Background: an optimization exercise with open tools, aiming at small area and a short achievable clock period. Do not read the settings as production practice.
In this exercise RTL edits were held to simulation tests only and were not proved equivalent to the original.
Power and IR drop assume default switching activity.

File: flow/flow/run.sh
#!/bin/bash
# Standard ORFS layout, with smaller port buffers and free cell resizing.
set -euo pipefail
bash standard.sh MATCH_CELL_FOOTPRINT=0 ABC_LOAD_IN_FF=1 "BUFFER_PORTS_ARGS=-buffer_cell sky130_fd_sc_hd__buf_1" finish > make_finish.log 2>&1
File: flow/standard.sh
#!/bin/bash
# synth_recipe.tcl (not shown) runs the flow's synth.tcl, then flattens the netlist and writes it again
# the make line also repeats each setting of config.mk as NAME=value (left out here)
make -C /OpenROAD-flow-scripts/flow DESIGN_CONFIG=/design/flow/config.mk WORK_HOME=/design/flow/orfs CLKGATE_MAP_FILE= SYNTH_SCRIPT=/design/flow/synth_recipe.tcl "${@:-finish}"
File: flow/config.mk
export PLATFORM = sky130hd
export DESIGN_NAME = ArithmaticUnit
export DESIGN_NICKNAME = ArithmaticUnit
export VERILOG_FILES = /design/flow/design.v
export SDC_FILE = /design/flow/constraint.sdc
export NUM_CORES = 4
export LEC_CHECK = 0
export CAP_MARGIN = 20
export CORE_MARGIN = 2
export CORE_UTILIZATION = 60
export SETUP_SLACK_MARGIN = 2.5
export SLEW_MARGIN = 20
export SYNTH_HIERARCHICAL = 1
export SYNTH_MINIMUM_KEEP_SIZE = 0
File: flow/constraint.sdc
create_clock -name core_clock -period 8.0 [get_ports {clock_i}]
set_input_delay 1.6000 -clock core_clock [delete_from_list [all_inputs] [get_ports {clock_i}]]
set_output_delay 1.6000 -clock core_clock [all_outputs]
set_load 0.01 [all_outputs]
File: flow/design.v
`timescale 1ns / 1ps
`default_nettype none
module ArithmaticUnit(
		input wire clock_i, isWb_i, enable_i,
		input wire [4:0] wbAddress_i,
		input wire [6:0] opCode_i,
		input wire [15:0] pOperand_i, sOperand_i,
		output reg wbEnable_o,
		output reg [4:0] wbAddress_o,
		output reg [15:0] wbData_o,
		output reg [1:0] statusWriteback_o  
    );
	wire [15:0] P = pOperand_i;
	wire [15:0] S = sOperand_i;
	wire mul = opCode_i[1] & opCode_i[0];
	wire sub = opCode_i[1] & ~opCode_i[0];
	wire as  = opCode_i[1] ^ opCode_i[0];
	wire [7:0] one, two, neg;
	assign one[0] = (mul & P[0]) | as;
	assign two[0] = mul & P[1] & ~P[0];
	assign neg[0] = (mul & P[1]) | sub;
	genvar k;
	generate for (k = 1; k < 8; k = k + 1) begin : enc
		assign one[k] = mul & (P[2*k] ^ P[2*k-1]);
		assign two[k] = mul & ((P[2*k+1] & ~P[2*k] & ~P[2*k-1]) | (~P[2*k+1] & P[2*k] & P[2*k-1]));
		assign neg[k] = mul & P[2*k+1];
	end endgenerate
	wire pp0_0_n; pa_nand2 u_pp0_0_n (.a(one[0]), .b(S[0]), .y(pp0_0_n));
	wire pp0_0; pa_xnor2 u_pp0_0 (.a(pp0_0_n), .b(neg[0]), .y(pp0_0));
	wire pp0_1_n; pa_aoi22 u_pp0_1_n (.a(one[0]), .b(S[1]), .c(two[0]), .d(S[0]), .y(pp0_1_n));
	wire pp0_1; pa_xnor2 u_pp0_1 (.a(pp0_1_n), .b(neg[0]), .y(pp0_1));
	wire pp0_2_n; pa_aoi22 u_pp0_2_n (.a(one[0]), .b(S[2]), .c(two[0]), .d(S[1]), .y(pp0_2_n));
	wire pp0_2; pa_xnor2 u_pp0_2 (.a(pp0_2_n), .b(neg[0]), .y(pp0_2));
	wire pp0_3_n; pa_aoi22 u_pp0_3_n (.a(one[0]), .b(S[3]), .c(two[0]), .d(S[2]), .y(pp0_3_n));
	wire pp0_3; pa_xnor2 u_pp0_3 (.a(pp0_3_n), .b(neg[0]), .y(pp0_3));
	wire pp0_4_n; pa_aoi22 u_pp0_4_n (.a(one[0]), .b(S[4]), .c(two[0]), .d(S[3]), .y(pp0_4_n));
	wire pp0_4; pa_xnor2 u_pp0_4 (.a(pp0_4_n), .b(neg[0]), .y(pp0_4));
	wire pp0_5_n; pa_aoi22 u_pp0_5_n (.a(one[0]), .b(S[5]), .c(two[0]), .d(S[4]), .y(pp0_5_n));
	wire pp0_5; pa_xnor2 u_pp0_5 (.a(pp0_5_n), .b(neg[0]), .y(pp0_5));
	wire pp0_6_n; pa_aoi22 u_pp0_6_n (.a(one[0]), .b(S[6]), .c(two[0]), .d(S[5]), .y(pp0_6_n));
	wire pp0_6; pa_xnor2 u_pp0_6 (.a(pp0_6_n), .b(neg[0]), .y(pp0_6));
	wire pp0_7_n; pa_aoi22 u_pp0_7_n (.a(one[0]), .b(S[7]), .c(two[0]), .d(S[6]), .y(pp0_7_n));
	wire pp0_7; pa_xnor2 u_pp0_7 (.a(pp0_7_n), .b(neg[0]), .y(pp0_7));
	wire pp0_8_n; pa_aoi22 u_pp0_8_n (.a(one[0]), .b(S[8]), .c(two[0]), .d(S[7]), .y(pp0_8_n));
	wire pp0_8; pa_xnor2 u_pp0_8 (.a(pp0_8_n), .b(neg[0]), .y(pp0_8));
	wire pp0_9_n; pa_aoi22 u_pp0_9_n (.a(one[0]), .b(S[9]), .c(two[0]), .d(S[8]), .y(pp0_9_n));
	wire pp0_9; pa_xnor2 u_pp0_9 (.a(pp0_9_n), .b(neg[0]), .y(pp0_9));
	wire pp0_10_n; pa_aoi22 u_pp0_10_n (.a(one[0]), .b(S[10]), .c(two[0]), .d(S[9]), .y(pp0_10_n));
	wire pp0_10; pa_xnor2 u_pp0_10 (.a(pp0_10_n), .b(neg[0]), .y(pp0_10));
	wire pp0_11_n; pa_aoi22 u_pp0_11_n (.a(one[0]), .b(S[11]), .c(two[0]), .d(S[10]), .y(pp0_11_n));
	wire pp0_11; pa_xnor2 u_pp0_11 (.a(pp0_11_n), .b(neg[0]), .y(pp0_11));
	wire pp0_12_n; pa_aoi22 u_pp0_12_n (.a(one[0]), .b(S[12]), .c(two[0]), .d(S[11]), .y(pp0_12_n));
	wire pp0_12; pa_xnor2 u_pp0_12 (.a(pp0_12_n), .b(neg[0]), .y(pp0_12));
	wire pp0_13_n; pa_aoi22 u_pp0_13_n (.a(one[0]), .b(S[13]), .c(two[0]), .d(S[12]), .y(pp0_13_n));
	wire pp0_13; pa_xnor2 u_pp0_13 (.a(pp0_13_n), .b(neg[0]), .y(pp0_13));
	wire pp0_14_n; pa_aoi22 u_pp0_14_n (.a(one[0]), .b(S[14]), .c(two[0]), .d(S[13]), .y(pp0_14_n));
	wire pp0_14; pa_xnor2 u_pp0_14 (.a(pp0_14_n), .b(neg[0]), .y(pp0_14));
	wire pp0_15_n; pa_aoi22 u_pp0_15_n (.a(one[0]), .b(S[15]), .c(two[0]), .d(S[14]), .y(pp0_15_n));
	wire pp0_15; pa_xnor2 u_pp0_15 (.a(pp0_15_n), .b(neg[0]), .y(pp0_15));
	wire ng0 = neg[0];
	wire pp1_2_n; pa_aoi22 u_pp1_2_n (.a(one[1]), .b(S[0]), .c(as), .d(P[2]), .y(pp1_2_n));
	wire pp1_2; pa_xnor2 u_pp1_2 (.a(pp1_2_n), .b(neg[1]), .y(pp1_2));
	wire pp1_3_n; pa_aoi222 u_pp1_3_n (.a(one[1]), .b(S[1]), .c(two[1]), .d(S[0]), .e(as), .f(P[3]), .y(pp1_3_n));
	wire pp1_3; pa_xnor2 u_pp1_3 (.a(pp1_3_n), .b(neg[1]), .y(pp1_3));
	wire pp1_4_n; pa_aoi222 u_pp1_4_n (.a(one[1]), .b(S[2]), .c(two[1]), .d(S[1]), .e(as), .f(P[4]), .y(pp1_4_n));
	wire pp1_4; pa_xnor2 u_pp1_4 (.a(pp1_4_n), .b(neg[1]), .y(pp1_4));
	wire pp1_5_n; pa_aoi222 u_pp1_5_n (.a(one[1]), .b(S[3]), .c(two[1]), .d(S[2]), .e(as), .f(P[5]), .y(pp1_5_n));
	wire pp1_5; pa_xnor2 u_pp1_5 (.a(pp1_5_n), .b(neg[1]), .y(pp1_5));
	wire pp1_6_n; pa_aoi222 u_pp1_6_n (.a(one[1]), .b(S[4]), .c(two[1]), .d(S[3]), .e(as), .f(P[6]), .y(pp1_6_n));
	wire pp1_6; pa_xnor2 u_pp1_6 (.a(pp1_6_n), .b(neg[1]), .y(pp1_6));
	wire pp1_7_n; pa_aoi222 u_pp1_7_n (.a(one[1]), .b(S[5]), .c(two[1]), .d(S[4]), .e(as), .f(P[7]), .y(pp1_7_n));
	wire pp1_7; pa_xnor2 u_pp1_7 (.a(pp1_7_n), .b(neg[1]), .y(pp1_7));
	wire pp1_8_n; pa_aoi222 u_pp1_8_n (.a(one[1]), .b(S[6]), .c(two[1]), .d(S[5]), .e(as), .f(P[8]), .y(pp1_8_n));
	wire pp1_8; pa_xnor2 u_pp1_8 (.a(pp1_8_n), .b(neg[1]), .y(pp1_8));
	wire pp1_9_n; pa_aoi222 u_pp1_9_n (.a(one[1]), .b(S[7]), .c(two[1]), .d(S[6]), .e(as), .f(P[9]), .y(pp1_9_n));
	wire pp1_9; pa_xnor2 u_pp1_9 (.a(pp1_9_n), .b(neg[1]), .y(pp1_9));
	wire pp1_10_n; pa_aoi222 u_pp1_10_n (.a(one[1]), .b(S[8]), .c(two[1]), .d(S[7]), .e(as), .f(P[10]), .y(pp1_10_n));
	wire pp1_10; pa_xnor2 u_pp1_10 (.a(pp1_10_n), .b(neg[1]), .y(pp1_10));
	wire pp1_11_n; pa_aoi222 u_pp1_11_n (.a(one[1]), .b(S[9]), .c(two[1]), .d(S[8]), .e(as), .f(P[11]), .y(pp1_11_n));
	wire pp1_11; pa_xnor2 u_pp1_11 (.a(pp1_11_n), .b(neg[1]), .y(pp1_11));
	wire pp1_12_n; pa_aoi222 u_pp1_12_n (.a(one[1]), .b(S[10]), .c(two[1]), .d(S[9]), .e(as), .f(P[12]), .y(pp1_12_n));
	wire pp1_12; pa_xnor2 u_pp1_12 (.a(pp1_12_n), .b(neg[1]), .y(pp1_12));
	wire pp1_13_n; pa_aoi222 u_pp1_13_n (.a(one[1]), .b(S[11]), .c(two[1]), .d(S[10]), .e(as), .f(P[13]), .y(pp1_13_n));
	wire pp1_13; pa_xnor2 u_pp1_13 (.a(pp1_13_n), .b(neg[1]), .y(pp1_13));
	wire pp1_14_n; pa_aoi222 u_pp1_14_n (.a(one[1]), .b(S[12]), .c(two[1]), .d(S[11]), .e(as), .f(P[14]), .y(pp1_14_n));
	wire pp1_14; pa_xnor2 u_pp1_14 (.a(pp1_14_n), .b(neg[1]), .y(pp1_14));
	wire pp1_15_n; pa_aoi222 u_pp1_15_n (.a(one[1]), .b(S[13]), .c(two[1]), .d(S[12]), .e(as), .f(P[15]), .y(pp1_15_n));
	wire pp1_15; pa_xnor2 u_pp1_15 (.a(pp1_15_n), .b(neg[1]), .y(pp1_15));
	wire ng1 = neg[1];
	wire pp2_4_n; pa_nand2 u_pp2_4_n (.a(one[2]), .b(S[0]), .y(pp2_4_n));
	wire pp2_4; pa_xnor2 u_pp2_4 (.a(pp2_4_n), .b(neg[2]), .y(pp2_4));
	wire pp2_5_n; pa_aoi22 u_pp2_5_n (.a(one[2]), .b(S[1]), .c(two[2]), .d(S[0]), .y(pp2_5_n));
	wire pp2_5; pa_xnor2 u_pp2_5 (.a(pp2_5_n), .b(neg[2]), .y(pp2_5));
	wire pp2_6_n; pa_aoi22 u_pp2_6_n (.a(one[2]), .b(S[2]), .c(two[2]), .d(S[1]), .y(pp2_6_n));
	wire pp2_6; pa_xnor2 u_pp2_6 (.a(pp2_6_n), .b(neg[2]), .y(pp2_6));
	wire pp2_7_n; pa_aoi22 u_pp2_7_n (.a(one[2]), .b(S[3]), .c(two[2]), .d(S[2]), .y(pp2_7_n));
	wire pp2_7; pa_xnor2 u_pp2_7 (.a(pp2_7_n), .b(neg[2]), .y(pp2_7));
	wire pp2_8_n; pa_aoi22 u_pp2_8_n (.a(one[2]), .b(S[4]), .c(two[2]), .d(S[3]), .y(pp2_8_n));
	wire pp2_8; pa_xnor2 u_pp2_8 (.a(pp2_8_n), .b(neg[2]), .y(pp2_8));
	wire pp2_9_n; pa_aoi22 u_pp2_9_n (.a(one[2]), .b(S[5]), .c(two[2]), .d(S[4]), .y(pp2_9_n));
	wire pp2_9; pa_xnor2 u_pp2_9 (.a(pp2_9_n), .b(neg[2]), .y(pp2_9));
	wire pp2_10_n; pa_aoi22 u_pp2_10_n (.a(one[2]), .b(S[6]), .c(two[2]), .d(S[5]), .y(pp2_10_n));
	wire pp2_10; pa_xnor2 u_pp2_10 (.a(pp2_10_n), .b(neg[2]), .y(pp2_10));
	wire pp2_11_n; pa_aoi22 u_pp2_11_n (.a(one[2]), .b(S[7]), .c(two[2]), .d(S[6]), .y(pp2_11_n));
	wire pp2_11; pa_xnor2 u_pp2_11 (.a(pp2_11_n), .b(neg[2]), .y(pp2_11));
	wire pp2_12_n; pa_aoi22 u_pp2_12_n (.a(one[2]), .b(S[8]), .c(two[2]), .d(S[7]), .y(pp2_12_n));
	wire pp2_12; pa_xnor2 u_pp2_12 (.a(pp2_12_n), .b(neg[2]), .y(pp2_12));
	wire pp2_13_n; pa_aoi22 u_pp2_13_n (.a(one[2]), .b(S[9]), .c(two[2]), .d(S[8]), .y(pp2_13_n));
	wire pp2_13; pa_xnor2 u_pp2_13 (.a(pp2_13_n), .b(neg[2]), .y(pp2_13));
	wire pp2_14_n; pa_aoi22 u_pp2_14_n (.a(one[2]), .b(S[10]), .c(two[2]), .d(S[9]), .y(pp2_14_n));
	wire pp2_14; pa_xnor2 u_pp2_14 (.a(pp2_14_n), .b(neg[2]), .y(pp2_14));
	wire pp2_15_n; pa_aoi22 u_pp2_15_n (.a(one[2]), .b(S[11]), .c(two[2]), .d(S[10]), .y(pp2_15_n));
	wire pp2_15; pa_xnor2 u_pp2_15 (.a(pp2_15_n), .b(neg[2]), .y(pp2_15));
	wire ng2 = neg[2];
	wire pp3_6_n; pa_nand2 u_pp3_6_n (.a(one[3]), .b(S[0]), .y(pp3_6_n));
	wire pp3_6; pa_xnor2 u_pp3_6 (.a(pp3_6_n), .b(neg[3]), .y(pp3_6));
	wire pp3_7_n; pa_aoi22 u_pp3_7_n (.a(one[3]), .b(S[1]), .c(two[3]), .d(S[0]), .y(pp3_7_n));
	wire pp3_7; pa_xnor2 u_pp3_7 (.a(pp3_7_n), .b(neg[3]), .y(pp3_7));
	wire pp3_8_n; pa_aoi22 u_pp3_8_n (.a(one[3]), .b(S[2]), .c(two[3]), .d(S[1]), .y(pp3_8_n));
	wire pp3_8; pa_xnor2 u_pp3_8 (.a(pp3_8_n), .b(neg[3]), .y(pp3_8));
	wire pp3_9_n; pa_aoi22 u_pp3_9_n (.a(one[3]), .b(S[3]), .c(two[3]), .d(S[2]), .y(pp3_9_n));
	wire pp3_9; pa_xnor2 u_pp3_9 (.a(pp3_9_n), .b(neg[3]), .y(pp3_9));
	wire pp3_10_n; pa_aoi22 u_pp3_10_n (.a(one[3]), .b(S[4]), .c(two[3]), .d(S[3]), .y(pp3_10_n));
	wire pp3_10; pa_xnor2 u_pp3_10 (.a(pp3_10_n), .b(neg[3]), .y(pp3_10));
	wire pp3_11_n; pa_aoi22 u_pp3_11_n (.a(one[3]), .b(S[5]), .c(two[3]), .d(S[4]), .y(pp3_11_n));
	wire pp3_11; pa_xnor2 u_pp3_11 (.a(pp3_11_n), .b(neg[3]), .y(pp3_11));
	wire pp3_12_n; pa_aoi22 u_pp3_12_n (.a(one[3]), .b(S[6]), .c(two[3]), .d(S[5]), .y(pp3_12_n));
	wire pp3_12; pa_xnor2 u_pp3_12 (.a(pp3_12_n), .b(neg[3]), .y(pp3_12));
	wire pp3_13_n; pa_aoi22 u_pp3_13_n (.a(one[3]), .b(S[7]), .c(two[3]), .d(S[6]), .y(pp3_13_n));
	wire pp3_13; pa_xnor2 u_pp3_13 (.a(pp3_13_n), .b(neg[3]), .y(pp3_13));
	wire pp3_14_n; pa_aoi22 u_pp3_14_n (.a(one[3]), .b(S[8]), .c(two[3]), .d(S[7]), .y(pp3_14_n));
	wire pp3_14; pa_xnor2 u_pp3_14 (.a(pp3_14_n), .b(neg[3]), .y(pp3_14));
	wire pp3_15_n; pa_aoi22 u_pp3_15_n (.a(one[3]), .b(S[9]), .c(two[3]), .d(S[8]), .y(pp3_15_n));
	wire pp3_15; pa_xnor2 u_pp3_15 (.a(pp3_15_n), .b(neg[3]), .y(pp3_15));
	wire ng3 = neg[3];
	wire pp4_8_n; pa_nand2 u_pp4_8_n (.a(one[4]), .b(S[0]), .y(pp4_8_n));
	wire pp4_8; pa_xnor2 u_pp4_8 (.a(pp4_8_n), .b(neg[4]), .y(pp4_8));
	wire pp4_9_n; pa_aoi22 u_pp4_9_n (.a(one[4]), .b(S[1]), .c(two[4]), .d(S[0]), .y(pp4_9_n));
	wire pp4_9; pa_xnor2 u_pp4_9 (.a(pp4_9_n), .b(neg[4]), .y(pp4_9));
	wire pp4_10_n; pa_aoi22 u_pp4_10_n (.a(one[4]), .b(S[2]), .c(two[4]), .d(S[1]), .y(pp4_10_n));
	wire pp4_10; pa_xnor2 u_pp4_10 (.a(pp4_10_n), .b(neg[4]), .y(pp4_10));
	wire pp4_11_n; pa_aoi22 u_pp4_11_n (.a(one[4]), .b(S[3]), .c(two[4]), .d(S[2]), .y(pp4_11_n));
	wire pp4_11; pa_xnor2 u_pp4_11 (.a(pp4_11_n), .b(neg[4]), .y(pp4_11));
	wire pp4_12_n; pa_aoi22 u_pp4_12_n (.a(one[4]), .b(S[4]), .c(two[4]), .d(S[3]), .y(pp4_12_n));
	wire pp4_12; pa_xnor2 u_pp4_12 (.a(pp4_12_n), .b(neg[4]), .y(pp4_12));
	wire pp4_13_n; pa_aoi22 u_pp4_13_n (.a(one[4]), .b(S[5]), .c(two[4]), .d(S[4]), .y(pp4_13_n));
	wire pp4_13; pa_xnor2 u_pp4_13 (.a(pp4_13_n), .b(neg[4]), .y(pp4_13));
	wire pp4_14_n; pa_aoi22 u_pp4_14_n (.a(one[4]), .b(S[6]), .c(two[4]), .d(S[5]), .y(pp4_14_n));
	wire pp4_14; pa_xnor2 u_pp4_14 (.a(pp4_14_n), .b(neg[4]), .y(pp4_14));
	wire pp4_15_n; pa_aoi22 u_pp4_15_n (.a(one[4]), .b(S[7]), .c(two[4]), .d(S[6]), .y(pp4_15_n));
	wire pp4_15; pa_xnor2 u_pp4_15 (.a(pp4_15_n), .b(neg[4]), .y(pp4_15));
	wire ng4 = neg[4];
	wire pp5_10_n; pa_nand2 u_pp5_10_n (.a(one[5]), .b(S[0]), .y(pp5_10_n));
	wire pp5_10; pa_xnor2 u_pp5_10 (.a(pp5_10_n), .b(neg[5]), .y(pp5_10));
	wire pp5_11_n; pa_aoi22 u_pp5_11_n (.a(one[5]), .b(S[1]), .c(two[5]), .d(S[0]), .y(pp5_11_n));
	wire pp5_11; pa_xnor2 u_pp5_11 (.a(pp5_11_n), .b(neg[5]), .y(pp5_11));
	wire pp5_12_n; pa_aoi22 u_pp5_12_n (.a(one[5]), .b(S[2]), .c(two[5]), .d(S[1]), .y(pp5_12_n));
	wire pp5_12; pa_xnor2 u_pp5_12 (.a(pp5_12_n), .b(neg[5]), .y(pp5_12));
	wire pp5_13_n; pa_aoi22 u_pp5_13_n (.a(one[5]), .b(S[3]), .c(two[5]), .d(S[2]), .y(pp5_13_n));
	wire pp5_13; pa_xnor2 u_pp5_13 (.a(pp5_13_n), .b(neg[5]), .y(pp5_13));
	wire pp5_14_n; pa_aoi22 u_pp5_14_n (.a(one[5]), .b(S[4]), .c(two[5]), .d(S[3]), .y(pp5_14_n));
	wire pp5_14; pa_xnor2 u_pp5_14 (.a(pp5_14_n), .b(neg[5]), .y(pp5_14));
	wire pp5_15_n; pa_aoi22 u_pp5_15_n (.a(one[5]), .b(S[5]), .c(two[5]), .d(S[4]), .y(pp5_15_n));
	wire pp5_15; pa_xnor2 u_pp5_15 (.a(pp5_15_n), .b(neg[5]), .y(pp5_15));
	wire ng5 = neg[5];
	wire pp6_12_n; pa_nand2 u_pp6_12_n (.a(one[6]), .b(S[0]), .y(pp6_12_n));
	wire pp6_12; pa_xnor2 u_pp6_12 (.a(pp6_12_n), .b(neg[6]), .y(pp6_12));
	wire pp6_13_n; pa_aoi22 u_pp6_13_n (.a(one[6]), .b(S[1]), .c(two[6]), .d(S[0]), .y(pp6_13_n));
	wire pp6_13; pa_xnor2 u_pp6_13 (.a(pp6_13_n), .b(neg[6]), .y(pp6_13));
	wire pp6_14_n; pa_aoi22 u_pp6_14_n (.a(one[6]), .b(S[2]), .c(two[6]), .d(S[1]), .y(pp6_14_n));
	wire pp6_14; pa_xnor2 u_pp6_14 (.a(pp6_14_n), .b(neg[6]), .y(pp6_14));
	wire pp6_15_n; pa_aoi22 u_pp6_15_n (.a(one[6]), .b(S[3]), .c(two[6]), .d(S[2]), .y(pp6_15_n));
	wire pp6_15; pa_xnor2 u_pp6_15 (.a(pp6_15_n), .b(neg[6]), .y(pp6_15));
	wire ng6 = neg[6];
	wire pp7_14_n; pa_nand2 u_pp7_14_n (.a(one[7]), .b(S[0]), .y(pp7_14_n));
	wire pp7_14; pa_xnor2 u_pp7_14 (.a(pp7_14_n), .b(neg[7]), .y(pp7_14));
	wire pp7_15_n; pa_aoi22 u_pp7_15_n (.a(one[7]), .b(S[1]), .c(two[7]), .d(S[0]), .y(pp7_15_n));
	wire pp7_15; pa_xnor2 u_pp7_15 (.a(pp7_15_n), .b(neg[7]), .y(pp7_15));
	wire ng7 = neg[7];
	wire xp0 = as & P[0];
	wire xp1 = as & P[1];
	wire hs0, hc0;
	pa_ha u_hs0 (.a(ng5), .b(pp0_10), .s(hs0), .co(hc0));
	wire hs1, hc1;
	pa_ha u_hs1 (.a(pp0_11), .b(pp1_11), .s(hs1), .co(hc1));
	wire fs0, fc0;
	pa_fa u_fs0 (.a(ng6), .b(pp0_12), .c(pp1_12), .s(fs0), .co(fc0));
	wire hs2, hc2;
	pa_ha u_hs2 (.a(pp2_12), .b(pp3_12), .s(hs2), .co(hc2));
	wire fs1, fc1;
	pa_fa u_fs1 (.a(pp0_13), .b(pp1_13), .c(pp2_13), .s(fs1), .co(fc1));
	wire hs3, hc3;
	pa_ha u_hs3 (.a(pp3_13), .b(pp4_13), .s(hs3), .co(hc3));
	wire fs2, fc2;
	pa_fa u_fs2 (.a(ng7), .b(pp0_14), .c(pp1_14), .s(fs2), .co(fc2));
	wire fs3, fc3;
	pa_fa u_fs3 (.a(pp2_14), .b(pp3_14), .c(pp4_14), .s(fs3), .co(fc3));
	wire hs4, hc4;
	pa_ha u_hs4 (.a(pp5_14), .b(pp6_14), .s(hs4), .co(hc4));
	wire fs4, fc4;
	pa_fa u_fs4 (.a(pp0_15), .b(pp1_15), .c(pp2_15), .s(fs4), .co(fc4));
	wire fs5, fc5;
	pa_fa u_fs5 (.a(pp3_15), .b(pp4_15), .c(pp5_15), .s(fs5), .co(fc5));
	wire hs5, hc5;
	pa_ha u_hs5 (.a(pp6_15), .b(pp7_15), .s(hs5), .co(hc5));
	wire hs6, hc6;
	pa_ha u_hs6 (.a(ng3), .b(pp0_6), .s(hs6), .co(hc6));
	wire hs7, hc7;
	pa_ha u_hs7 (.a(pp0_7), .b(pp1_7), .s(hs7), .co(hc7));
	wire fs6, fc6;
	pa_fa u_fs6 (.a(ng4), .b(pp0_8), .c(pp1_8), .s(fs6), .co(fc6));
	wire hs8, hc8;
	pa_ha u_hs8 (.a(pp2_8), .b(pp3_8), .s(hs8), .co(hc8));
	wire fs7, fc7;
	pa_fa u_fs7 (.a(pp0_9), .b(pp1_9), .c(pp2_9), .s(fs7), .co(fc7));
	wire hs9, hc9;
	pa_ha u_hs9 (.a(pp3_9), .b(pp4_9), .s(hs9), .co(hc9));
	wire fs8, fc8;
	pa_fa u_fs8 (.a(pp1_10), .b(pp2_10), .c(pp3_10), .s(fs8), .co(fc8));
	wire fs9, fc9;
	pa_fa u_fs9 (.a(pp4_10), .b(pp5_10), .c(hs0), .s(fs9), .co(fc9));
	wire fs10, fc10;
	pa_fa u_fs10 (.a(pp2_11), .b(pp3_11), .c(pp4_11), .s(fs10), .co(fc10));
	wire fs11, fc11;
	pa_fa u_fs11 (.a(pp5_11), .b(hc0), .c(hs1), .s(fs11), .co(fc11));
	wire fs12, fc12;
	pa_fa u_fs12 (.a(pp4_12), .b(pp5_12), .c(pp6_12), .s(fs12), .co(fc12));
	wire fs13, fc13;
	pa_fa u_fs13 (.a(hc1), .b(hs2), .c(fs0), .s(fs13), .co(fc13));
	wire fs14, fc14;
	pa_fa u_fs14 (.a(pp5_13), .b(pp6_13), .c(hc2), .s(fs14), .co(fc14));
	wire fs15, fc15;
	pa_fa u_fs15 (.a(hs3), .b(fc0), .c(fs1), .s(fs15), .co(fc15));
	wire fs16, fc16;
	pa_fa u_fs16 (.a(pp7_14), .b(hc3), .c(hs4), .s(fs16), .co(fc16));
	wire fs17, fc17;
	pa_fa u_fs17 (.a(fc1), .b(fs2), .c(fs3), .s(fs17), .co(fc17));
	wire fs18, fc18;
	pa_fa u_fs18 (.a(hc4), .b(hs5), .c(fc2), .s(fs18), .co(fc18));
	wire fs19, fc19;
	pa_fa u_fs19 (.a(fc3), .b(fs4), .c(fs5), .s(fs19), .co(fc19));
	wire hs10, hc10;
	pa_ha u_hs10 (.a(ng2), .b(pp0_4), .s(hs10), .co(hc10));
	wire hs11, hc11;
	pa_ha u_hs11 (.a(pp0_5), .b(pp1_5), .s(hs11), .co(hc11));
	wire fs20, fc20;
	pa_fa u_fs20 (.a(pp1_6), .b(pp2_6), .c(pp3_6), .s(fs20), .co(fc20));
	wire fs21, fc21;
	pa_fa u_fs21 (.a(pp2_7), .b(pp3_7), .c(hc6), .s(fs21), .co(fc21));
	wire fs22, fc22;
	pa_fa u_fs22 (.a(pp4_8), .b(hc7), .c(hs8), .s(fs22), .co(fc22));
	wire fs23, fc23;
	pa_fa u_fs23 (.a(hc8), .b(hs9), .c(fc6), .s(fs23), .co(fc23));
	wire fs24, fc24;
	pa_fa u_fs24 (.a(hc9), .b(fc7), .c(fs8), .s(fs24), .co(fc24));
	wire fs25, fc25;
	pa_fa u_fs25 (.a(fc8), .b(fs10), .c(fc9), .s(fs25), .co(fc25));
	wire fs26, fc26;
	pa_fa u_fs26 (.a(fc10), .b(fs12), .c(fc11), .s(fs26), .co(fc26));
	wire fs27, fc27;
	pa_fa u_fs27 (.a(fc12), .b(fs14), .c(fc13), .s(fs27), .co(fc27));
	wire fs28, fc28;
	pa_fa u_fs28 (.a(fc14), .b(fs16), .c(fc15), .s(fs28), .co(fc28));
	wire fs29, fc29;
	pa_fa u_fs29 (.a(fc16), .b(fc17), .c(fs18), .s(fs29), .co(fc29));
	wire hs12, hc12;
	pa_ha u_hs12 (.a(xp0), .b(ng0), .s(hs12), .co(hc12));
	wire hs13, hc13;
	pa_ha u_hs13 (.a(xp1), .b(pp0_1), .s(hs13), .co(hc13));
	wire fs30, fc30;
	pa_fa u_fs30 (.a(ng1), .b(pp0_2), .c(pp1_2), .s(fs30), .co(fc30));
	wire hs14, hc14;
	pa_ha u_hs14 (.a(pp0_3), .b(pp1_3), .s(hs14), .co(hc14));
	wire fs31, fc31;
	pa_fa u_fs31 (.a(pp1_4), .b(pp2_4), .c(hs10), .s(fs31), .co(fc31));
	wire fs32, fc32;
	pa_fa u_fs32 (.a(pp2_5), .b(hc10), .c(hs11), .s(fs32), .co(fc32));
	wire fs33, fc33;
	pa_fa u_fs33 (.a(hc11), .b(hs6), .c(fs20), .s(fs33), .co(fc33));
	wire fs34, fc34;
	pa_fa u_fs34 (.a(hs7), .b(fc20), .c(fs21), .s(fs34), .co(fc34));
	wire fs35, fc35;
	pa_fa u_fs35 (.a(fs6), .b(fc21), .c(fs22), .s(fs35), .co(fc35));
	wire fs36, fc36;
	pa_fa u_fs36 (.a(fs7), .b(fc22), .c(fs23), .s(fs36), .co(fc36));
	wire fs37, fc37;
	pa_fa u_fs37 (.a(fs9), .b(fc23), .c(fs24), .s(fs37), .co(fc37));
	wire fs38, fc38;
	pa_fa u_fs38 (.a(fs11), .b(fc24), .c(fs25), .s(fs38), .co(fc38));
	wire fs39, fc39;
	pa_fa u_fs39 (.a(fs13), .b(fc25), .c(fs26), .s(fs39), .co(fc39));
	wire fs40, fc40;
	pa_fa u_fs40 (.a(fs15), .b(fc26), .c(fs27), .s(fs40), .co(fc40));
	wire fs41, fc41;
	pa_fa u_fs41 (.a(fs17), .b(fc27), .c(fs28), .s(fs41), .co(fc41));
	wire fs42, fc42;
	pa_fa u_fs42 (.a(fs19), .b(fc28), .c(fs29), .s(fs42), .co(fc42));
	wire [15:0] ra = {fc41, fc40, fc39, fc38, fc37, fc36, fc35, fc34, fc33, fc32, fc31, hc14, fc30, hc13, hc12, hs12};
	wire [15:0] rb = {fs42, fs41, fs40, fs39, fs38, fs37, fs36, fs35, fs34, fs33, fs32, fs31, hs14, fs30, hs13, pp0_0};
	wire [15:0] g0 = ra & rb;
	wire [15:0] p0 = ra ^ rb;
	wire g1_1 = g0[1] | (p0[1] & g0[0]);
	wire g1_3 = g0[3] | (p0[3] & g0[2]);
	wire p1_3 = p0[3] & p0[2];
	wire g1_5 = g0[5] | (p0[5] & g0[4]);
	wire p1_5 = p0[5] & p0[4];
	wire g1_7 = g0[7] | (p0[7] & g0[6]);
	wire p1_7 = p0[7] & p0[6];
	wire g1_9 = g0[9] | (p0[9] & g0[8]);
	wire p1_9 = p0[9] & p0[8];
	wire g1_11 = g0[11] | (p0[11] & g0[10]);
	wire p1_11 = p0[11] & p0[10];
	wire g1_13 = g0[13] | (p0[13] & g0[12]);
	wire p1_13 = p0[13] & p0[12];
	wire g1_15 = g0[15] | (p0[15] & g0[14]);
	wire p1_15 = p0[15] & p0[14];
	wire g2_2 = g0[2] | (p0[2] & g1_1);
	wire g2_3 = g1_3 | (p1_3 & g1_1);
	wire g2_6 = g0[6] | (p0[6] & g1_5);
	wire p2_6 = p0[6] & p1_5;
	wire g2_7 = g1_7 | (p1_7 & g1_5);
	wire p2_7 = p1_7 & p1_5;
	wire g2_10 = g0[10] | (p0[10] & g1_9);
	wire p2_10 = p0[10] & p1_9;
	wire g2_11 = g1_11 | (p1_11 & g1_9);
	wire p2_11 = p1_11 & p1_9;
	wire g2_14 = g0[14] | (p0[14] & g1_13);
	wire p2_14 = p0[14] & p1_13;
	wire g2_15 = g1_15 | (p1_15 & g1_13);
	wire p2_15 = p1_15 & p1_13;
	wire g3_4 = g0[4] | (p0[4] & g2_3);
	wire g3_5 = g1_5 | (p1_5 & g2_3);
	wire g3_6 = g2_6 | (p2_6 & g2_3);
	wire g3_7 = g2_7 | (p2_7 & g2_3);
	wire g3_12 = g0[12] | (p0[12] & g2_11);
	wire p3_12 = p0[12] & p2_11;
	wire g3_13 = g1_13 | (p1_13 & g2_11);
	wire p3_13 = p1_13 & p2_11;
	wire g3_14 = g2_14 | (p2_14 & g2_11);
	wire p3_14 = p2_14 & p2_11;
	wire g3_15 = g2_15 | (p2_15 & g2_11);
	wire p3_15 = p2_15 & p2_11;
	wire g4_8 = g0[8] | (p0[8] & g3_7);
	wire g4_9 = g1_9 | (p1_9 & g3_7);
	wire g4_10 = g2_10 | (p2_10 & g3_7);
	wire g4_11 = g2_11 | (p2_11 & g3_7);
	wire g4_12 = g3_12 | (p3_12 & g3_7);
	wire g4_13 = g3_13 | (p3_13 & g3_7);
	wire g4_14 = g3_14 | (p3_14 & g3_7);
	wire g4_15 = g3_15 | (p3_15 & g3_7);
	wire [16:0] sum;
	assign sum[0] = p0[0];
	assign sum[1] = p0[1] ^ g0[0];
	assign sum[2] = p0[2] ^ g1_1;
	assign sum[3] = p0[3] ^ g2_2;
	assign sum[4] = p0[4] ^ g2_3;
	assign sum[5] = p0[5] ^ g3_4;
	assign sum[6] = p0[6] ^ g3_5;
	assign sum[7] = p0[7] ^ g3_6;
	assign sum[8] = p0[8] ^ g3_7;
	assign sum[9] = p0[9] ^ g4_8;
	assign sum[10] = p0[10] ^ g4_9;
	assign sum[11] = p0[11] ^ g4_10;
	assign sum[12] = p0[12] ^ g4_11;
	assign sum[13] = p0[13] ^ g4_12;
	assign sum[14] = p0[14] ^ g4_13;
	assign sum[15] = p0[15] ^ g4_14;
	assign sum[16] = g4_15;
	wire cout = sum[16] | fc4 | fc5 | hc5 | fc18 | fc19 | fc29 | fc42;
	wire arith = ~|opCode_i[6:2];
	always @(posedge clock_i)
	begin
		if (enable_i)
		begin
			wbEnable_o <= isWb_i & |opCode_i;
			wbAddress_o <= wbAddress_i;
			if (arith) wbData_o <= sum[15:0];
			if (arith & as) statusWriteback_o <= {~opCode_i[1] & cout, opCode_i[1] & ~cout};
		end
	end
endmodule
module pa_fa(input wire a, b, c, output wire s, co);
	assign s = a ^ b ^ c;
	assign co = (a & b) | (a & c) | (b & c);
endmodule
module pa_ha(input wire a, b, output wire s, co);
	assign s = a ^ b;
	assign co = a & b;
endmodule
module pa_aoi22(input wire a, b, c, d, output wire y);
	assign y = ~((a & b) | (c & d));
endmodule
module pa_aoi222(input wire a, b, c, d, e, f, output wire y);
	assign y = ~((a & b) | (c & d) | (e & f));
endmodule
module pa_nand2(input wire a, b, output wire y);
	assign y = ~(a & b);
endmodule
module pa_xnor2(input wire a, b, output wire y);
	assign y = ~(a ^ b);
endmodule
==> results.toml, run 1 <==
[status]
outcome = "complete, no violations"

[synth]
synthSimpleGateAreaFrac_pct = 10.2
netlist.area_leader.share_pct = 23.1
netlist_area_um2 = 4070
synth.lib_cells_used.distinct = 37
syn_nets = 511
netlist_top_cells_area = "fa_1, edfxtp_1, xnor2_1, ha_1, a22oi_1"
ys_ff_latch = 24
ys_warn_count = 7
synth_top_family_by_area = "adder cells"
synthArstFlopShare_pct = 0
synth_compound_area_share_pct = 18.7
yosysSeqAreaShare_pct = 17.7
synthMuxAreaShare_pct = 0
post_synth.cell_area_avg_um2 = 10.6
synthFlopType = "edfxtp_1"
netlist_instances = 384
synth_edf_count = 24
synth-adder-area-share_pct = 33.3
synth-xor-area-share_pct = 19.2
synth_largest_area_cell = "fa_1"

[global_route]
antenna_found_initial = 0
grt_overflow = 0
grt_usage_pct = 30.3
grt_first_pass_wirelength_um = 17700
grt_pass1_vias = 3616
grt_max_degree = 18

[setup_path]
slowest_stage = "fa_1"
path_class = "in -> reg"
crit_path_cell_trace = "buf_6, xor2_1, and2_4, a222oi_1, xnor2_1, fa_1, fa_2, fa_1, fa_1, ha_4, inv_2, or3_1, or4_1, o311ai_1"
max_stage_delay_ns = 0.52
cp.arrival_ns = 5.78
cp_top_family = "adder cells"
crit_path_start_kind = "input port"
crit_fanout = 4
worstSetupStartpoint = "pOperand_i[2]"
worst-endpoint-required_ns = 8.08
end_kind = "register"
critPathBufInv = 2
path_common_cell = "fa_1"

[routing]
wl_met3_um = 831
via_per_inst = 6.48
wirelength_um = 11000
dr_wl_met2_um = 5410
drc = 0
drt-wirelength-per-cell_um = 19.9
highest_layer = "met4"
final_antenna_net_count = 0
wirelength_met1_um = 4500
first_pass_iters = 8
num_vias = 3590
first_iter_violations = 360

[layout]
fin_nets = 605
n_fill_cell = 458
diodes = 0
drive_gt1_share_pct = 17.2
layout_common_cells = "xnor2_1, buf_1, a22oi_1, fa_1"
final_common_cell = "xnor2_1"
syn_to_final_growth_pct = 21.7
fin_area_um2 = 4950

[floorplan]
die_w_um = 86.3
die-area_um2 = 7450
initial_core_util_pct = 62.9
io_pins = 71
rows = 29
core_um2 = 6460
die_h_um = 86.3

[sta]
finalMaxSlewViolations = 0
worstMarginPinSlew_ns = 1.09
setup_viol = 0
hold_viol = 0
period_share_pct = 71.2
relSlewSlack_pct = 27.5
timing.final.ws_setup_ns = 2.30
clock.fmax_ghz = 0.175
tns_ns = 0
finalCriticalPeriod_ns = 5.70
rsz0062_at_grt = "true"
hold_ws_ns = 1.49

[pwr]
p_per_area_nw_per_um2 = 290
ir_drop_uv = 193
p_total_mw = 1.44
p_leak_nw = 1.85

[clock_tree]
cts-buffers-inserted = 3
cts-root-buf = "clkbuf_8"
path_clk_slew_ns = 0.09
tritoncts = "done"
htreeDepth = 1
cts.sinks = 24
clk_path_buf_depth = 2
postCtsHoldBufs = 0

[job]
drv_cap = 0

[placement]
portBuffers = 70
gp_congestion = 0.946
place_ws_ns = 1.47
postPlaceCellArea_um2 = 4500
dp_hpwl_um = 7850

[min_path]
hp-class = "in -> reg"
worstHoldStart = "wbAddress_i[2]"
final timing paths:
path | to | slack (ns) | depth (start not counted)
max | wbData_o[14] | 2.30 | 14
min | wbAddress_o[2] | 1.49 | 1
synthesized netlist by cell type, drive strengths merged, types with 2 or more instances:
cell type / count
a21oi: 9
nand2: 29
o21ai: 10
or3: 2
and2: 25
nor4: 2
inv: 8
a222oi: 13
clkbuf: 2
a21o: 5
xor2: 10
ha: 33
o21bai: 2
a22oi: 52
and3: 4
xnor2: 79
nor2: 12
fa: 47
a311oi: 2
a31o: 2
edfxtp: 24
or4: 2
kinds of logic (layout without fill, tap and decap cells):
family          Yosys count  after routing
simple gates             81             81
flops                    24             24
buf+inv                  10            102
compound gates          100            101
fa+ha+maj                80             80
xor+xnor                 89             89
per-module statistics from Yosys, one instance, submodules excluded:
module          cells  copies in the design
pa_nand2            1                     7
pa_ha               1                    15
pa_xnor2            1                    72
pa_aoi22            1                    52
pa_fa               1                    43
ArithmaticUnit    182                     1
pa_aoi222           1                    13
where the power goes:
part / leakage, nW / internal (mW) / switching [mW] / total [mW]
Combinational: 1.60 / 0.543 / 0.589 / 1.13
Sequential: 0.219 / 0.194 / 0.00123 / 0.195
Clock: 0.0357 / 0.0670 / 0.0421 / 0.109
layout make-up:
class	instances	area (µm²)	area share (%)
Inverter	8	30.0	0.607
Timing Repair Buffer	90	490	9.92
Clock inverter	1	30.0	0.607
Sequential cell	24	721	14.6
Multi-Input combinational cell	351	3540	71.5
Clock buffer	3	41.3	0.835
Tap cell	77	96.3	1.95
sequential cells by signal, summed over array words and instances (netlist names):
signal,flops
wbData_o,16
wbAddress_o,5
statusWriteback_o,2
wbEnable_o,1
metal layers:
metal / vias up / global-route usage (%)
li1: 1612 / -
met1: 1742 / 40.8
met2: 212 / 51.7
met3: 24 / 3.43
met4: 0 / 9.66
met5: - / 0
repair_timing:
item,4_1_cts,5_1_grt
gates cloned,1,0
endpoints found under the hold margin,0,0
setup endpoints to repair,9,8
gates resized for setup,38,32
buffers inserted,14,6
pin swaps,18,13
stage by stage:
stage               util, %  cells
floorplan                 -    384
detailed placement     69.7    529
global placement       69.7    529
CTS                    74.1    548
finish                 76.6    554
global route           76.6    554
==> inputs of run 2 (changes only) <==
==> flow/flow/run.sh (replaced) <==
#!/bin/bash
# Standard ORFS layout, with smaller port buffers and free cell resizing.
set -euo pipefail
bash standard.sh MATCH_CELL_FOOTPRINT=0 ABC_LOAD_IN_FF=1 "BUFFER_PORTS_ARGS=-buffer_cell sky130_fd_sc_hd__buf_2" finish > make_finish.log 2>&1
==> results.toml, run 2 <==
[sta]
timing.final.ws_setup_ns = 2.32
period_share_pct = 71.0
hold_viol = 0
clock.fmax_ghz = 0.176
setup_viol = 0
finalCriticalPeriod_ns = 5.68
rsz0062_at_grt = "true"
worstMarginPinSlew_ns = 0.744
tns_ns = 0
relSlewSlack_pct = 50.4
finalMaxSlewViolations = 0

[layout]
regMostFlops = "wbData_o"
multi_input_area_um2 = 3590
n_fill_cell = 424
largest_reg_flops = 16
top_regs = "wbData_o (16), wbAddress_o (5), statusWriteback_o (2)"
syn_to_final_growth_pct = 24.2
diodes = 0
fin_nets = 605
seq_area_um2 = 721
layout_common_cells = "xnor2_1, buf_2, a22oi_1, fa_1, nand2_1"
drive_gt1_share_pct = 32.1
final_common_cell = "xnor2_1"

[global_route]
grt_first_pass_wirelength_um = 17400
grt_max_degree = 18
grt_pass1_vias = 3564
antenna_found_initial = 0
grt_usage_pct = 29.9
grt_overflow = 0

[pwr]
p_total_mw = 1.47
p_leak_nw = 2.01
ir_drop_uv = 184
p_per_area_nw_per_um2 = 291

[synth]
netlist_area_um2 = 4070
synth_largest_area_cell = "fa_1"
syn_nets = 511
synth.lib_cells_used.distinct = 37
synthTopCellsByCount = "xnor2_1, a22oi_1, fa_1"
netlist_top_cells_area = "fa_1, edfxtp_1, xnor2_1, ha_1, a22oi_1"
ys_warn_count = 7
yosysSeqAreaShare_pct = 17.7
synthFlopType = "edfxtp_1"
synth_edf_count = 24
ys_ff_latch = 24
post_synth.cell_area_avg_um2 = 10.6
synthArstFlopShare_pct = 0
yosys.cell_count.top_type = "xnor2_1"
netlist.area_leader.share_pct = 23.1
netlist_instances = 384

[placement]
portBuffers = 70
place_ws_ns = 1.60
dp_hpwl_um = 7970
gp_congestion = 0.911

[setup_path]
crit_fanout = 8
slowest_stage = "fa_1"
path_depth = 14
max_stage_delay_ns = 0.54
crit_path_cell_trace = "buf_8, ha_4, and2_4, a222oi_1, xnor2_1, fa_2, fa_2, fa_1, fa_1, ha_4, inv_2, or3_4, or4_4, o311ai_2"
critPathCapture = "wbData_o[14]"
cp_top_family = "adder cells"
worst-endpoint-required_ns = 8.10
end_kind = "register"
critPathBufInv = 2
crit_path_start_kind = "input port"
cp.arrival_ns = 5.78
worstSetupStartpoint = "opCode_i[1]"
path_class = "in -> reg"

[clock_tree]
htreeDepth = 1
cts.sinks = 24
cts-buffers-inserted = 3
path_clk_slew_ns = 0.10
cts-root-buf = "clkbuf_8"
clk_path_buf_depth = 2
tritoncts = "done"

[min_path]
hp-class = "in -> reg"

[floorplan]
die_h_um = 86.3
rows = 29
io_pins = 71
die_w_um = 86.3
die-area_um2 = 7450
core_um2 = 6460
initial_core_util_pct = 62.9

[routing]
drt-wirelength-per-cell_um = 20.0
first_iter_violations = 340
final_antenna_net_count = 0
drc = 0
num_vias = 3621
first_pass_iters = 8
wirelength_um = 11100
via_per_inst = 6.54

[status]
outcome = "complete, no violations"

[job]
drv_cap = 0
[run 2: kinds of logic (layout without fill, tap and decap cells)]
logic type,after synthesis,in the layout,synth area share (%)
compound gates,100,100,18.7
xor+xnor,89,89,19.2
fa+ha+maj,80,80,33.3
buf+inv,10,103,0.923
flops,24,24,17.7
simple gates,81,81,10.2
[run 2: per-stage QoR]
stage	area (µm²)	utilization (%)	hold slack, ns	std cells
after global placement	4590	71.0	1.78	529
after CTS	4870	75.4	1.50	547
after detailed placement	4590	71.0	1.78	529
after floorplan	4160	-	1.70	384
final	5050	78.1	1.50	554
after global routing	5050	78.1	1.49	554
[run 2: repair_timing]
item	4_1_cts	5_1_grt
hold buffers	0	0
pin swaps	24	28
setup buffers	14	7
gates resized for setup	36	29
endpoints found under the setup margin	8	8
[run 2: where the power goes]
part | internal [mW] | switching [mW]
combinational | 0.569 | 0.595
sequential | 0.194 | 0.00105
clock | 0.0669 | 0.0432
[run 2: worst min path at each step]
stage	start	endpoint	slack [ns]	cells after the start
after floorplan	wbAddress_i[0]	wbAddress_o[0]	1.70	0
after global placement	wbAddress_i[2]	wbAddress_o[2]	1.78	1
after detailed placement	wbAddress_i[4]	wbAddress_o[4]	1.78	1
after CTS	wbAddress_i[4]	wbAddress_o[4]	1.50	1
after global routing	wbAddress_i[4]	wbAddress_o[4]	1.49	1
final	wbAddress_i[4]	wbAddress_o[4]	1.50	1
[run 2: layer usage]
metal / global-route usage [%] / part of all wire, % / vias to the layer above
li1: - / - / 1614
met1: 40.3 / 43 / 1791
met4: 11.9 / 3.0 / 0
met2: 49.9 / 48 / 186
met5: 0 / 0 / -
met3: 2.86 / 6.7 / 30
[run 2: final cells by class]
class | count | share of cell area [%]
Timing Repair Buffer | 91 | 10.6
Tap cell | 77 | 1.91
Sequential cell | 24 | 14.3
Clock buffer | 3 | 0.818
Inverter | 8 | 0.595
Clock inverter | 1 | 0.595
Multi-Input combinational cell | 350 | 71.2
[run 2: Yosys stat by module, one instance, submodules excluded]
| module | cells inside | flip-flops and latches | area (µm²) |
|---|---|---|---|
| pa_fa | 1 | 0 | 20.0 |
| pa_ha | 1 | 0 | 12.5 |
| pa_xnor2 | 1 | 0 | 8.76 |
| pa_aoi22 | 1 | 0 | 7.51 |
| pa_aoi222 | 1 | 0 | 10.0 |
| ArithmaticUnit | 182 | 24 | 1840 |
| pa_nand2 | 1 | 0 | 3.75 |

## port drivers added, routing unchanged
Ports are ideal in the flow. The routed layouts listed here were re-timed in OpenROAD.
Step 1 assumes that a clkbuf_16 drives the clock port and a buf_2 every other input.
Step 2, shift: input delay + t, output delay - t, t = (earliest + latest rising clock arrival at the registers) / 2. This alone moves slack from input paths to output paths.
a / b / c = no drivers / after step 1 / after step 2; a / b = the first two.
run | t (ns) | slack for setup (ns) | latest minus earliest clock arrival (ns) | pins driven straight from the clock port
run 1 | 0.301 | 2.301 / 2.301 / 2.000 | 0.004 / 0.004 | 1
run 2 | 0.299 | 2.317 / 2.311 / 2.011 | 0.006 / 0.005 | 1
After both steps setup and hold are still met in every run listed. For run 2, which loses most, drivers alone change the setup slack by -0.006 ns; drivers and shift together by -0.306 ns.
